What follows belongs to an exercise in optimizing a design on an open flow for small area; a production flow would make more cautious choices. No functional check of the RTL was part of this run. Power is estimated from default activity; no workload was simulated.

## design.v

```verilog
module rca #(parameter N = 8) (a, b, ci, s, co);
input  [N-1:0] a, b;
input          ci;
output [N-1:0] s;
output         co;
wire   [N:0]   c;
assign c[0] = ci;
genvar i;
generate for (i = 0; i < N; i = i + 1) begin : g
	assign s[i]   = a[i] ^ b[i] ^ c[i];
	assign c[i+1] = (a[i] & b[i]) | (c[i] & (a[i] ^ b[i]));
end endgenerate
assign co = c[N];
endmodule
module csa #(parameter N = 8) (a, b, c, s, cy);
input  [N-1:0] a, b, c;
output [N-1:0] s, cy;
assign s  = a ^ b ^ c;
assign cy = (a & b) | (c & (a ^ b));
endmodule
module inc #(parameter N = 8) (a, ci, s);
input  [N-1:0] a;
input          ci;
output [N-1:0] s;
wire   [N:0]   c;
assign c[0] = ci;
genvar i;
generate for (i = 0; i < N; i = i + 1) begin : g
	assign s[i]   = a[i] ^ c[i];
	assign c[i+1] = a[i] & c[i];
end endgenerate
endmodule
module ecg_hr (clk, rst, sample_clk, adc_va, adc_vb,
               spi_sck, dac_a, beat, led, hr_bcd);
input         clk;
input         rst;
input         sample_clk;
input  [13:0] adc_va;
input  [13:0] adc_vb;
output        spi_sck;
output [11:0] dac_a;
output        beat;
output [7:0]  led;
output [11:0] hr_bcd;
reg [5:0] tb;
always @(posedge clk)
	if (rst) tb <= 6'd0;
	else     tb <= (tb == 6'd50) ? 6'd1 : tb + 6'd1;
assign spi_sck = (tb == 6'd10) | (tb == 6'd20) | (tb == 6'd30) |
                 (tb == 6'd40) | (tb == 6'd50);
wire tick = (tb >= 6'd25) & (tb <= 6'd49);
reg s_old;
wire ev = sample_clk & ~s_old;
wire [19:0] V  = {adc_va, 6'b0};
wire [19:0] nvs = ~{{12{adc_va[13]}}, adc_va[13:6]};
reg  [19:0] H, Y;
wire [19:0] ymh, hp_s, hp_c, Hn, Yn;
rca #(20) u_ymh (.a(Y), .b(~H), .ci(1'b1), .s(ymh), .co());
csa #(20) u_hcs (.a(ymh), .b(V), .c(nvs), .s(hp_s), .cy(hp_c));
rca #(20) u_hn  (.a(hp_s), .b({hp_c[18:0], 1'b1}), .ci(1'b0), .s(Hn), .co());
rca #(20) u_yn  (.a(Y), .b(~{{11{H[19]}}, H[19:11]}), .ci(1'b1), .s(Yn), .co());
reg  [19:0] L, M;
reg  [10:0] T;
wire [11:0] th;
wire [19:0] lp_s, lp_c, Mn;
rca #(12) u_th (.a({T[10], T}), .b({H[19], H[19:9]}), .ci(1'b0), .s(th), .co());
csa #(20) u_lcs (.a(L), .b(~{{8{L[19]}}, L[19:8]}), .c({{8{th[11]}}, th}), .s(lp_s), .cy(lp_c));
rca #(20) u_mn  (.a(lp_s), .b({lp_c[18:0], 1'b1}), .ci(1'b0), .s(Mn), .co());
always @(posedge clk)
	if (rst) begin
		s_old <= 1'b0;
		H <= 20'd0; Y <= 20'd0;
		L <= 20'd0; M <= 20'd0; T <= 11'd0;
	end else begin
		s_old <= sample_clk;
		if (ev) begin
			H <= Hn;
			Y <= Yn;
			L <= M;
			M <= Mn;
			T <= H[19:9];
		end
	end
assign dac_a = {~L[19], L[18:8]};
wire gt;
rca #(14) u_cmp (.a({~L[19], L[18:6]}), .b(~{~adc_vb[13], adc_vb[12:0]}), .ci(|L[5:0]), .s(), .co(gt));
reg overthr, ot_old, mono, mono_old, bp;
reg [12:0] mcnt;
always @(posedge clk)
	if (rst) begin
		overthr <= 1'b0; ot_old <= 1'b0; mono <= 1'b0; mono_old <= 1'b0;
		bp <= 1'b0; mcnt <= 13'd0;
	end else begin
		overthr <= gt;
		ot_old <= overthr;
		if (mcnt == 13'd0) begin
			if (overthr & ~ot_old) begin
				mcnt <= 13'd4999;
				mono <= 1'b1;
			end else
				mono <= 1'b0;
		end else
			mcnt <= mcnt - 13'd1;
		mono_old <= mono;
		if (mono & ~mono_old) bp <= ~bp;
	end
assign beat = mono;
reg c1_old, pend;
reg [7:0] c1, c2;
wire cclr = ~mono & ~bp;
wire cin = tick & bp;
wire cedge = cin & ~c1_old;
always @(posedge clk)
	if (rst) begin
		c1_old <= 1'b0; pend <= 1'b0; c1 <= 8'd0; c2 <= 8'd0;
	end else begin
		c1_old <= cin;
		if (cclr) begin
			c1 <= 8'd0; c2 <= 8'd0; pend <= 1'b0;
		end else begin
			pend <= cedge & (c1 == 8'hff);
			if (cedge) c1 <= c1 + 8'd1;
			if (pend) c2 <= c2 + 8'd1;
		end
	end
assign led = {c2[1:0], c1[7:2]};
reg nbp_old;
wire hev = ~bp & ~nbp_old;
reg [15:0] bper;
reg [15:0] minute;
reg [7:0] Q, HR;
reg busy;
wire [15:0] mn = hev ? 16'd60000 : minute;
wire [16:0] diff = {1'b0, mn} - {1'b0, bper};
always @(posedge clk)
	if (rst) begin
		nbp_old <= 1'b0; HR <= 8'd0;
	end else begin
		nbp_old <= ~bp;
		if (hev | busy) begin
			if (diff[16])
				HR <= hev ? 8'd0 : Q;
		end
	end
always @(posedge clk) begin
	if (hev) bper <= {c2, c1};
	if (hev | busy) begin
		busy <= ~diff[16];
		minute <= diff[15:0];
		Q <= (hev ? 8'd0 : Q) + 8'd1;
	end
end
reg [11:0] bcd;
integer i;
always @(*) begin
	bcd = 12'd0;
	for (i = 0; i < 8; i = i + 1) begin
		bcd = {bcd[10:0], HR[7-i]};
		if (i < 7 && bcd[3:0] > 4) bcd[3:0] = bcd[3:0] + 4'd3;
		if (i < 7 && bcd[7:4] > 4) bcd[7:4] = bcd[7:4] + 4'd3;
		if (i < 7 && bcd[11:8] > 4) bcd[11:8] = bcd[11:8] + 4'd3;
	end
end
assign hr_bcd = bcd;
endmodule
```

## run.sh

```bash
#!/bin/bash
# synth_recipe.tcl (not shown) runs the flow's synth.tcl, then flattens the netlist and writes it again
# the make line also repeats each setting of config.mk as NAME=value (left out here)
make -C /OpenROAD-flow-scripts/flow DESIGN_CONFIG=/design/flow/config.mk WORK_HOME=/design/flow/orfs CLKGATE_MAP_FILE= SYNTH_SCRIPT=/design/flow/synth_recipe.tcl finish
```

## config.mk

```make
export PLATFORM = sky130hd
export DESIGN_NAME = ecg_hr
export DESIGN_NICKNAME = ecg_hr
export VERILOG_FILES = /design/flow/design.v
export SDC_FILE = /design/flow/constraint.sdc
export NUM_CORES = 4
export LEC_CHECK = 0
export CAP_MARGIN = 20
export CORE_MARGIN = 2
export CORE_UTILIZATION = 40
export SLEW_MARGIN = 20
```

## constraint.sdc

```tcl
create_clock -name core_clock -period 10.0 [get_ports {clk}]
set_input_delay 2.0000 -clock core_clock [delete_from_list [all_inputs] [get_ports {clk}]]
set_output_delay 2.0000 -clock core_clock [all_outputs]
set_load 0.01 [all_outputs]
```

==> flow_summary.json <==
{
  "htreeDepth": 4,
  "outcome": "no timing/DRC/antenna violations",
  "synth_area_leaders": "dfxtp_1 (25%), fa_1 (20%), edfxtp_1 (11%)",
  "start_kind": "input pin",
  "power_density_mw_per_mm2": 273,
  "clkSinkCount": 184,
  "grt_pass1_vias": 8193,
  "num_vias": 8017,
  "ir_worst_vdd_mv": 0.120,
  "slowest_delay_ps": 450,
  "finalCritPeriodShare_pct": 96.8,
  "cap_violations": 0,
  "cp_common_cell": "fa_2",
  "grt_pass1_wl_um": 39400,
  "cp-end-kind": "flip-flop",
  "routed_wl_um": 22300,
  "reg2reg_to": "H[19]",
  "ioPinCount": 65,
  "avgViaCountPerCell": 4.82,
  "p_sw_mw": 1.39,
  "fin_crit_ps": 9680,
  "area_delta_synth_final_pct": 12.9,
  "synth-async-reset-ratio_pct": 0,
  "syn_area_mm2": 0.0116,
  "cpLargestDelayFamily": "adder cells",
  "synth_ff_type": "dfxtp_1",
  "start_util_pct": 40.6,
  "comb_power_share_pct": 51.3,
  "dp_hpwl_um": 16200,
  "path_buf_inv": 4,
  "switching_share_pct": 38.6,
  "rr_startpoint": "Y[0]",
  "fin_nets": 1475,
  "worstMarginPinSlew_ps": 1000,
  "yosys.area.top_type": "dfxtp_1",
  "die_area_mm2": 0.0305,
  "reg2reg_depth": 29,
  "crit_arrival_ps": 10050,
  "cts_tree": "yes",
  "ys.warnings.count": 1,
  "layout.cells.non_filler": 1664,
  "p_int_mw": 2.20,
  "sequentialPowerShare_pct": 29.8,
  "report.final.slew_viol_count": 0,
  "post_cts_buffers": 0,
  "io_buffers": 62,
  "path_clk_slew_ps": 80,
  "fillCellCount": 2781,
  "hold_class": "flip-flop to flip-flop",
  "yosys.cell_count.top_type": "inv_1",
  "postSynthAreaPerCell_um2": 9.41,
  "synth_edf_count": 41,
  "drtIter0Drc": 401,
  "hp-start": "c2[7]",
  "ant_nets": 0,
  "die_w_um": 175,
  "syn_inst": 1237,
  "antenna_found_initial": 0,
  "fmax_ghz": 0.103,
  "grt_usage_pct": 15.7,
  "yosysUniqueCellTypes": 58,
  "timing_hold_violations_final": 0,
  "crit_start": "adc_va[6]",
  "leakage_nw": 5.19,
  "first_pass_iters": 4,
  "drive_above_1_share_pct": 6.88,
  "cp_max_fo": 2,
  "critical_path_required_ps": 10370,
  "ys_ff_latch": 184,
  "clock_path_buffers": 2,
  "antenna_cells": 0,
  "relSlewSlack_pct": 33.2,
  "drc": 0,
  "slowest_stage": "clkdlybuf4s50_1",
  "finalWeightedCongestion": 0.765,
  "r2r_slack_ps": 570,
  "die_y_um": 175,
  "fp-row-count": 62,
  "synth_top_area_share_pct": 24.6,
  "root_buffer": "clkbuf_16",
  "wl_per_cell_um": 13.4,
  "rsz0062_at_grt": "no",
  "place_inst": 1632,
  "grt_max_degree": 111,
  "hold_slack_ps": 448,
  "min_path_cells": 0,
  "gr-total-overflow": 0,
  "numCtsBuffers": 17,
  "finalSetupViolations": 0,
  "clkPwrFrac_pct": 18.9,
  "fin_skew_ps": 16.1,
  "fp.coreArea_mm2": 0.0287,
  "path_class": "input pin to flip-flop",
  "ctsHoldBuffers": 0,
  "ys_top_cells_by_count": "inv_1 (190), nand2_1 (160), dfxtp_1 (143)",
  "min_to": "bper[15]",
  "clkLatencyLatePin_ps": 440,
  "yosysSeqAreaShare_pct": 35.2
}
==> worst reg2reg max path, delay by kind of cell (launching register included) <==
family                   cells  cell delay [ps]
flip-flops                   1              310
XOR/XNOR                     2              280
buffers and inverters        4              230
AND/OR/NAND/NOR              1              330
adder cells (fa/ha/maj)     21             8090
AO/OA/AOI/OAI                1              130
==> what timing repair did <==
item                                    4_1_cts  5_1_grt
resized for setup                             3        9
pin swaps                                     1        0
endpoints found under the setup margin        1        1
==> power groups by stage <==
stage	combinational, mW	clock (mW)	sequential, mW
finish	1.84	0.679	1.07
global route	2.19	0.729	1.10
CTS	1.85	0.698	1.07
detailed placement	1.82	0	1.09
global placement	1.77	0	1.08
floorplan	1.42	0	1.05
==> final cells by class <==
| cell class | instances | area (µm²) | share of cell area (%) |
|---|---|---|---|
| timing repair buffer | 73 | 704 | 5.36 |
| multi-input combinational | 801 | 6560 | 49.9 |
| inverter | 190 | 713 | 5.43 |
| clock buffer | 18 | 439 | 3.34 |
| sequential | 184 | 4090 | 31.2 |
| tap | 384 | 480 | 3.66 |
| clock inverter | 14 | 148 | 1.12 |
==> routing by layer <==
metal  vias to the layer above  wire length (µm)  GRT usage (%)
met2                        76             11500           28.3
met3                        24               478           2.44
li1                       4019                 -              -
met4                         0               280           3.68
met5                         -                 0              0
met1                      3898             10100           19.9
==> cells in the final DEF (no fill, tap or decap), types with 7 or more instances in the layout <==
master           netlist  final
inv_1                190    190
mux2i_1               11     11
xor2_1                19     19
nand2_1              160    160
nand3_1               13     13
o21ai_0               28     28
nor2_1                73     72
dfxtp_1              143    143
clkdlybuf4s50_1        0     61
a211oi_1              29     29
fa_1                 115    105
edfxtp_1              41     41
nand2b_1               8      7
buf_4                 22     11
ha_1                  62     62
nor2b_1               20     19
nor3_1                14     14
or2_2                 10     10
a21oi_1              111    110
or3_1                 12     12
xnor2_1               27     26
nand4_1                8      8
fa_2                   0     10
clkbuf_16              0     17
==> per-stage QoR <==
| step | utilization, % | setup slack, ps | power, mW | TNS, ps | area [µm²] |
|---|---|---|---|---|---|
| final | 45.8 | 322 | 3.59 | 0 | 13100 |
| after global routing | 45.8 | 34.4 | 4.02 | 0 | 13100 |
| after CTS | 45.7 | 4.96 | 3.62 | 0 | 13100 |
| after detailed placement | 43.6 | -572 | 2.91 | -720 | 12500 |
| after global placement | 43.6 | -436 | 2.85 | -441 | 12500 |
| after floorplan | - | 169 | 2.48 | 0 | 11600 |
==> cells by family after synthesis <==
family                     after synthesis  synth area share [%]
and+or+nand+nor                        352                  14.0
xor gates and xnor gates                46                  3.46
other                                    1                0.0322
muxes                                   17                  1.53
AOI/OAI and AO/OA                      207                  10.4
DFF                                    184                  35.2
adders and majority gates              177                  26.4
buffers and inverters                  253                  8.93
==> worst max-delay path by stage <==
stage / to / slack (ps) / depth (start not counted)
6_report: H[19] / 320 / 27
5_1_grt: H[19] / 30 / 27
4_1_cts: H[19] / 5 / 27
3_5_place_dp: H[19] / -570 / 27
3_3_place_gp: H[19] / -440 / 27
2_1_floorplan: H[19] / 170 / 26
==> registers in the layout, indices dropped and copies added (netlist names), 6 cells and up <==
signal,count
mcnt,13
T,11
minute,16
bper,16
c1,8
H,20
tb,6
M,20
Q,8
L,20
c2,8
HR,8
Y,20

[re-timing with driven ports]
How much do the figures lean on ideal ports? The routed layout below was timed once more, with nothing changed but the port constraints.
Step 1: set_driving_cell puts a clkbuf_16 on clk and a buf_2 on each other input, an assumption about the parent block.
Step 2 adds t to the input delays and takes it off the output delays; t is the mean of the earliest and latest rising clock arrival at the registers after step 1. Input paths then give back, and output paths get back, about the clock's delay inside the block.
a / b / c = ideal / step 1 / step 2; a / b = the first two.
t (ns): 0.478
setup WS [ns]: 0.322 / 0.349 / -0.128
worst setup path after step 2: input to register
latest minus earliest clock arrival (ns): 0.021 / 0.021
cell pins on the clock port's net: 1
With both steps, setup timing fails in this run, where it was met with ideal ports. For this run, drivers alone change the setup slack by +0.027 ns; drivers and shift together by -0.450 ns.
